Context: an optimization exercise on an open-source flow, tuned for small area. The choices shown serve that exercise and are no tape-out recipe.
No functional check of the RTL was part of this run.
No activity file was given, so power comes from the tool's default toggle rates.

## design.v

```verilog
`timescale 1ns / 1ps
module complete_alu(input clock,reset,enable_arith,enable_shift,input signed [15:0] aluin1,aluin2,input [2:0] operation,opselect,input [4:0] shift_number,output  reg [15:0] aluoutfinal);
reg [15:0] aluoutarith,aluoutshift;
parameter MEM_READ = 3'b101;
parameter MEM_WRITE=3'b100;
parameter ARITH_LOGIC = 3'b001;
parameter SHIFT_REG=3'b000;
parameter ADD=3'b000;
parameter HADD=3'b001;
parameter SUB=3'b010;
parameter NOT=3'b011;
parameter AND=3'b100;
parameter OR=3'b101;
parameter XOR=3'b110;
parameter LHG=3'b111;
parameter SHLEFTLOG = 3'b000;
parameter SHLEFTART = 3'b001;
parameter SHRGHTLOG = 3'b010;
parameter SHRGHTART = 3'b011;
parameter LOADBYTE = 3'b000;
parameter LOADBYTEU =3'b100;
parameter LOADHALF = 3'b001;
parameter LOADHALFU = 3'b101;
parameter LOADWORD=3'b011;
always@(posedge clock)
begin
if(!reset)
begin
aluoutfinal <= 0;
aluoutarith<=0;
aluoutshift<=0;
end
else
begin
if(enable_arith)
     begin
     aluoutfinal<=aluoutarith;
      if(opselect == ARITH_LOGIC)
       begin
            if(operation == ADD)
            aluoutarith<=aluin1+aluin2;
            else if(operation == HADD)
            {aluoutarith[15],aluoutarith[6:0]}<=aluin1[6:0]+aluin2[6:0];
            else if(operation == SUB)
            aluoutarith<=aluin1-aluin2;
            else if(operation == NOT)
            aluoutarith<={1'b0,~aluin2[14:0]};
            else if(operation == AND)
            aluoutarith<=aluin1 & aluin2;
            else if(operation == OR)
            aluoutarith<=aluin1 | aluin2;
            else if(operation == XOR)
            aluoutarith<=aluin1 ^ aluin2;
            else if(operation == LHG)
            begin
            aluoutarith[14:6]<= aluin2[6:0];
            aluoutarith[6:0]<= 0;
            end
      end
else
if(opselect == MEM_READ)
    begin
            if (operation == LOADBYTE)
            aluoutarith<={{7{aluin2[7]}},{aluin2[7:0]}};
            else if (operation == LOADBYTEU)
            aluoutarith<={{7{aluoutarith[15]}},{aluin2[7:0]}};
            else if (operation == LOADHALF)
            aluoutarith<={{8{aluin2[6]}},{aluin2[6:0]}};
            else if (operation == LOADHALFU)
            aluoutarith<={{8{aluoutarith[15]}},{aluin2[6:0]}};
            else if (operation == LOADWORD)
            aluoutarith<={{1{aluoutarith[15]}},{aluin2}};
    end
    end
 else
  if(enable_shift)
      begin
      aluoutshift[15]<=0;
      if(operation==SHLEFTLOG)
      aluoutshift[14:0] <= aluin1<<shift_number;
      else if(operation==SHLEFTART)
      begin
      aluoutshift[15]<=aluin1[14];
      aluoutshift[14:0] <= aluin1<<<shift_number;
      end
      else if(operation==SHRGHTLOG)
      aluoutshift[14:0] <= aluin1>>shift_number;
      else if(operation==SHRGHTART)
      aluoutshift[14:0]<=aluin1>>>shift_number;
      aluoutfinal<=aluoutshift;
      end
end
end
endmodule
`timescale 1ns / 1ps
module new_process(input clock,reset,enable_ex,input [15:0]imm,mem_data_read_in1,mem_data_read_in2,input [6:0]control_in,output  reg enable_arith,enable_shift,output reg [4:0]  shift_number,output reg [2:0] operation,opselect,output reg [15:0]aluin1,aluin2,output  [15:0] aluoutfinal);
complete_alu b3(.clock(clock),.reset(reset),.enable_arith(enable_arith),.enable_shift(enable_shift),.aluin1(aluin1),.aluin2(aluin2),.operation(operation),.opselect(opselect),.shift_number(shift_number),.aluoutfinal(aluoutfinal));
parameter MEM_READ = 3'b101;
parameter ARITH_LOGIC = 3'b001;
parameter SHIFT_REG=3'b000;
always@(posedge clock)
begin
if(!reset)
    begin
    enable_arith<=0;
    enable_shift<=0;
    shift_number<=0;
    aluin1<=0;
    aluin2<=0;
    opselect<=0;
    operation<=0;
    end
else
    begin
    opselect<={control_in[2:0]};
    operation<={control_in[6:4]};
    if(enable_ex) 
        begin
        aluin1<=mem_data_read_in1;
        if(opselect== ARITH_LOGIC && control_in[3]==1)
            begin
            aluin2<=imm;
            enable_arith<=1;
            enable_shift<=0;
            end
        else if(opselect== ARITH_LOGIC && control_in[3]==0)
            begin
            aluin2<=mem_data_read_in2;
            enable_arith<=1;
            enable_shift<=0;
            end
        else if(opselect== MEM_READ && control_in[3]==0)
            begin
            aluin2<=aluin2;
            enable_arith<=0;
            enable_shift<=0;
            end
        else if(opselect== MEM_READ && control_in[3]==1)
            begin
            aluin2<=mem_data_read_in2;
            enable_arith<=1;
            enable_shift<=0;
            end
        else if(opselect== SHIFT_REG  && imm[2]==0)
            begin
            shift_number<=imm[10:6];
            enable_shift<=1;
            enable_arith<=0;
            end
        else if(opselect== SHIFT_REG  && imm[2]==1)
            begin
            shift_number<=mem_data_read_in2[4:0];
            enable_shift<=1;
            enable_arith<=0;
            end
       end
    end
end
endmodule
`timescale 1ns / 1ps
module fetch_controller(foutput,operation,opselect,enable_arith,enable_shift,shift_number,aluin1,aluin2,wr_a, mem_data_read_in1,mem_data_read_in2,reset,control_in,datain_a,addr_a,dataout_a, clock, src1, src2,imm);
parameter n = 16;
input  [n-1:0] dataout_a; 
output reg [12:0] addr_a; 
input  wr_a,reset;
output reg [n-1:0]datain_a,mem_data_read_in1,mem_data_read_in2;
output  [n-1:0] aluin1,aluin2;
output  [4:0] shift_number;
input clock;
output reg [6:0]control_in;
output reg [n-1:0]src1;
output reg [n-1:0]src2;
output reg [n-1:0]imm;
reg enable_ex;
reg [n-1:0] control_in2; 
reg [n-1:0] src12;
reg [n-1:0] src22;
reg [n-1:0] imm2;
reg [n-1:0] mem_data_read_in12;
output  [n-1:0] foutput;
integer i;
integer j;
output   enable_arith,enable_shift;
output [2:0] operation,opselect;
new_process np(.enable_arith(enable_arith),.enable_shift(enable_shift),.operation(operation),.opselect(opselect),.shift_number(shift_number),.aluin1(aluin1),.aluin2(aluin2),.clock(clock),.reset(reset),.enable_ex(enable_ex),.imm(imm),.mem_data_read_in1(mem_data_read_in1),.mem_data_read_in2(mem_data_read_in2),.control_in(control_in),.aluoutfinal(foutput));
always@(posedge clock)
    begin
    if(!reset)
        begin
        i<=-1;
        datain_a<=0;
        end
    else
        begin
        datain_a <= 0;
        if(!wr_a)
            begin
            if(i<8195)
                i<=i+1;
            else
                i<=0;
            end
        end
    end
always@(posedge clock)
begin
    if(!reset)
        j<=0;
    else if(!wr_a&i>2)
        begin
            if(j<5)
                j<=j+1;
            else
                j<=0;
        end
end
always@(posedge clock)
begin
if(!reset)
    begin
    addr_a<=0;
    enable_ex<=0;
    control_in2<=0;
    src12<=0;
    src22<=0;
    imm2<=0;
    mem_data_read_in12<=0;
    mem_data_read_in1<=0;
    mem_data_read_in2<=0;
    control_in<=0;
    src1<=0;
    src2<=0;
    imm<=0;
    end
else if(!wr_a)
    begin
case(j)
2: begin     addr_a<=i;  src12<=dataout_a;  end
3: begin     addr_a<=i;  src22<= dataout_a;end
4: begin addr_a<= src12; imm2<=dataout_a;end
5: begin   addr_a<= src22;mem_data_read_in12<=dataout_a; end
0: begin    addr_a<=i;   enable_ex<=1; mem_data_read_in2<=dataout_a;mem_data_read_in1<=mem_data_read_in12;  control_in<=control_in2[6:0]; src1 <= src12; src2 <= src22; imm<=imm2; end
1: begin     addr_a<=i;   control_in2<=dataout_a;end
default:begin addr_a <= 89; end
endcase
    end
end
endmodule
```

## run.sh

```bash
#!/bin/bash
# synth_recipe.tcl (not shown) runs the flow's synth.tcl, then flattens the netlist and writes it again
# the make line also repeats each setting of config.mk as NAME=value (left out here)
make -C /OpenROAD-flow-scripts/flow DESIGN_CONFIG=/design/flow/config.mk WORK_HOME=/design/flow/orfs CLKGATE_MAP_FILE= SYNTH_SCRIPT=/design/flow/synth_recipe.tcl finish
```

## config.mk

```make
export PLATFORM = sky130hd
export DESIGN_NAME = fetch_controller
export DESIGN_NICKNAME = fetch_controller
export VERILOG_FILES = /design/flow/design.v
export SDC_FILE = /design/flow/constraint.sdc
export NUM_CORES = 4
export LEC_CHECK = 0
export CAP_MARGIN = 20
export CORE_MARGIN = 2
export CORE_UTILIZATION = 40
export SLEW_MARGIN = 20
```

## constraint.sdc

```tcl
create_clock -name core_clock -period 5.0 [get_ports {clock}]
set_input_delay 1.0000 -clock core_clock [delete_from_list [all_inputs] [get_ports {clock}]]
set_output_delay 1.0000 -clock core_clock [all_outputs]
set_load 0.01 [all_outputs]
```

==> results.txt <==
registers in the layout, summed over array words and instances (netlist names), 3 cells and up:
register and count:
control_in2 7, np.shift_number 5, src2 16, control_in 7, np.aluin2 16, mem_data_read_in2 16, imm2 16, np.b3.aluoutshift 16
np.operation 3, np.opselect 3, np.b3.aluoutarith 16, src1 16, addr_a 13, imm 16, i 32, np.b3.aluoutfinal 16
src22 16, mem_data_read_in1 16, np.aluin1 16, mem_data_read_in12 16, j 32, src12 16
stage by stage:
step                      instances  total power [mW]  util [%]  instance area, µm²
after floorplan                2213              3.65         -               17200
after global placement         2797              3.94      45.5               19200
after detailed placement       2797              3.95      45.5               19200
after CTS                      2869              7.00      48.8               20600
after global routing           2870              7.24      48.8               20600
final                          2870              6.95      48.8               20600
worst min-delay path, cell delays in order, from the launching register on:
cell     delay (ns)
dfxtp_1        0.31
nand2_1        0.05
a21oi_1        0.05
per-layer routing:
layer | wire length, µm | vias to the layer above | GRT usage [%]
li1 | - | 7821 | -
met4 | 2290 | 0 | 11.1
met3 | 3530 | 107 | 3.57
met1 | 25200 | 7762 | 34.1
met5 | 0 | - | 0
met2 | 28300 | 546 | 44.4
logic make-up after synthesis:
group | Yosys count | share of synthesized area, %
and+or+nand+nor | 823 | 21.3
AOI/OAI and AO/OA | 595 | 20.8
DFF | 329 | 38.5
buffers and inverters | 235 | 5.93
muxes | 100 | 6.34
xor gates and xnor gates | 60 | 3.07
adders and majority gates | 55 | 4.11
other | 1 | 0.0219
where the power goes:
| group | total, mW | switching [mW] | internal (mW) |
|---|---|---|---|
| Clock | 3.05 | 1.20 | 1.84 |
| Combinational | 0.934 | 0.544 | 0.389 |
| Sequential | 2.97 | 0.180 | 2.79 |
Yosys cell counts, types with 4 or more instances:
cell	n	area share, %
or3_1	25	0.91
a211o_1	5	0.26
a31oi_1	11	0.40
o211ai_1	14	0.61
nor3_1	21	0.61
buf_4	20	0.88
a221o_1	7	0.41
mux2i_1	86	5.0
clkbuf_2	5	0.15
o21ai_0	124	3.6
nor4_2	4	0.29
xnor2_1	29	1.5
nand3_1	42	1.2
and3_1	19	0.69
o21bai_1	7	0.31
o21a_1	4	0.18
mux4_2	6	0.79
a311oi_1	4	0.20
a21o_1	7	0.31
nor2b_1	12	0.44
xor2_1	31	1.6
and2_1	20	0.73
nand4_1	11	0.40
a221oi_1	7	0.36
a21oi_1	294	8.6
nand2_1	433	9.5
ha_1	53	3.9
buf_1	6	0.13
mux2_2	8	0.53
clkbuf_1	105	2.3
nor4_1	18	0.66
a211oi_1	32	1.4
o221ai_1	12	0.61
or2_2	9	0.33
buf_2	29	0.85
a222oi_1	15	0.88
a22oi_1	4	0.18
dfxtp_1	329	38
nand2b_1	15	0.55
o22ai_1	14	0.51
nor2_1	175	3.8
o31ai_1	7	0.31
inv_1	65	1.4
area by class of cell:
class                      instances  area (µm²)  area share (%)
clock buffer                      52        1110            5.42
clock inverter                    20         278            1.35
inverter                          68         260            1.26
timing repair buffer             213        2060            10.0
sequential                       329        6590            32.0
multi-input combinational       1649        9600            46.7
tap                              539         674            3.28
final timing paths:
kind                                to  slack [ns]  depth (start not counted)
setup / recovery  np.b3.aluoutarith[6]        1.54                         10
hold / removal                src2[14]        0.44                          2
setup reg to reg  np.b3.aluoutarith[6]        1.54                         10
hold reg to reg               src2[14]        0.44                          2
==> flow_metrics.py <==
metrics = {
    "detailed_routing": {
        "wl_per_cell_um": 20.7,
        "drc_errors": 0,
        "drtAntennaViolNets": 0,
        "vias_per_cell": 5.66,
        "num_vias": 16236,
        "wl_mm": 59.4,
        "dr.pass1.iters": 7,
        "detail_route.iter0.violations": 1405,
    },
    "worst_setup_path": {
        "crit_path_end_kind": "flop",
        "crit_family": "compound AO/OA/AOI/OAI gates",
        "path_buf_inv": 1,
        "reg2reg_from": "np.aluin1[2]",
        "critical_path_required_ns": 5.38,
        "worst-endpoint-arrival_ns": 3.84,
        "path_max_fanout": 8,
        "cp_cell_sequence": "inv_1 > ha_1 > nand2b_1 > a221o_1 > a21oi_1 > nor2_1 > a221o_1 > a222oi_1 > a2bb2oi_1 > a21oi_1",
        "timing_worst_setup_path_type": "reg2reg",
        "crit_start": "np.aluin1[2]",
        "startpoint_type": "flop",
        "slowest_stage": "dfxtp_1",
        "max_stage_delay_ns": 0.59,
    },
    "min_path": {
        "hp-start": "src22[14]",
        "min_path_type": "reg2reg",
    },
    "timing": {
        "fin_crit_ns": 3.46,
        "fmax_mhz": 289,
        "tns_ns": 0,
        "worst_slack_ns": 1.54,
        "finalSetupViolCount": 0,
        "rsz0062_at_grt": "false",
        "fin_crit_sh_pct": 69.2,
        "skew_ns": 0.0384,
        "max_slew.worst_pin.slew_ns": 1.12,
        "relSlewSlack_pct": 25.1,
        "hold_viol_final": 0,
        "hold_ws_ns": 0.437,
        "slew_violations": 0,
    },
    "global_routing": {
        "grt_max_degree": 127,
        "grt_first_pass_wirelength_mm": 91.5,
        "grtUsageTotal_pct": 26.4,
        "gr-total-overflow": 0,
        "grt_pass1_vias": 15277,
        "antenna_found_initial": 0,
    },
    "die": {
        "initial_utilization_pct": 40.6,
        "dieArea_um2": 44500,
        "row_count": 75,
        "core_area_um2": 42100,
        "num_io_pins": 196,
        "die_width_um": 211,
        "chipHeight_um": 211,
    },
    "clock_tree": {
        "clock_latency_ns": 0.58,
        "cts.sinks": 329,
        "clk_pin_slew_ns": 0.06,
        "cts_tree": "yes",
        "cts_hold_buffers": 0,
        "cts.repair.resized": 0,
        "post_cts_buffers": 0,
        "clockBufferDepth": 3,
        "root_buffer": "clkbuf_16",
        "cts.htree.levels": 2,
        "numCtsBuffers": 39,
    },
    "finish": {
        "antenna_cells": 0,
        "final_common_cell": "nand2_1",
        "final_cell_mix": "nand2_1 (432), dfxtp_1 (327), a21oi_1 (293)",
        "syn_to_final_growth_pct": 20.2,
        "drive_gt1_share_pct": 6.35,
        "fill_cells": 4160,
        "nets": 2374,
    },
    "power": {
        "p_per_area_nw_per_um2": 338,
        "p_leak_nw": 7.29,
        "ir_drop_uv": 263,
    },
    "synth": {
        "synthDistinctLibCells": 77,
        "synthFlopType": "dfxtp_1",
        "synth_edf_count": 0,
        "ys_ff_latch": 329,
        "syn-cell-area_um2": 17100,
        "async_reset_ff_share_pct": 0,
        "yosysWarnings": 3,
        "ys_seq_area_share_pct": 38.5,
        "synthCells": 2198,
        "syn_avg_cell_area_um2": 7.79,
    },
    "placed_design": {
        "place_congestion": 0.932,
        "port-buffer-count": 179,
        "dp_hpwl_mm": 42.9,
        "place_ws_ns": 1.15,
    },
    "run": {
        "maxCapViolCount": 0,
    },
    "outcome": {
        "outcome": "complete, no violations",
    },
}

[re-timing with driven ports]
In the flow no input, the clock included, has a driving cell. The finished layout below was timed again as built, in two steps. Step 1 sets driving cells, clkbuf_16 on the clock port and buf_2 on the other inputs (assumed; they add their load-dependent delay and slew). Step 2 also shifts input and output timing later by t, the mid clock arrival at the registers, as if the neighbouring blocks saw the same clock. Slacks: no drivers / after step 1 / after step 2; pairs: no drivers / after step 1.
shift t [ns]: 0.615
setup WS [ns]: 1.542 / 1.542 / 1.132
slew at the worst register clock pin (ns): 0.07 / 0.07
After both steps setup and hold are still met in this run. For this run, drivers alone change the setup slack by 0.000 ns; drivers and shift together by -0.410 ns.
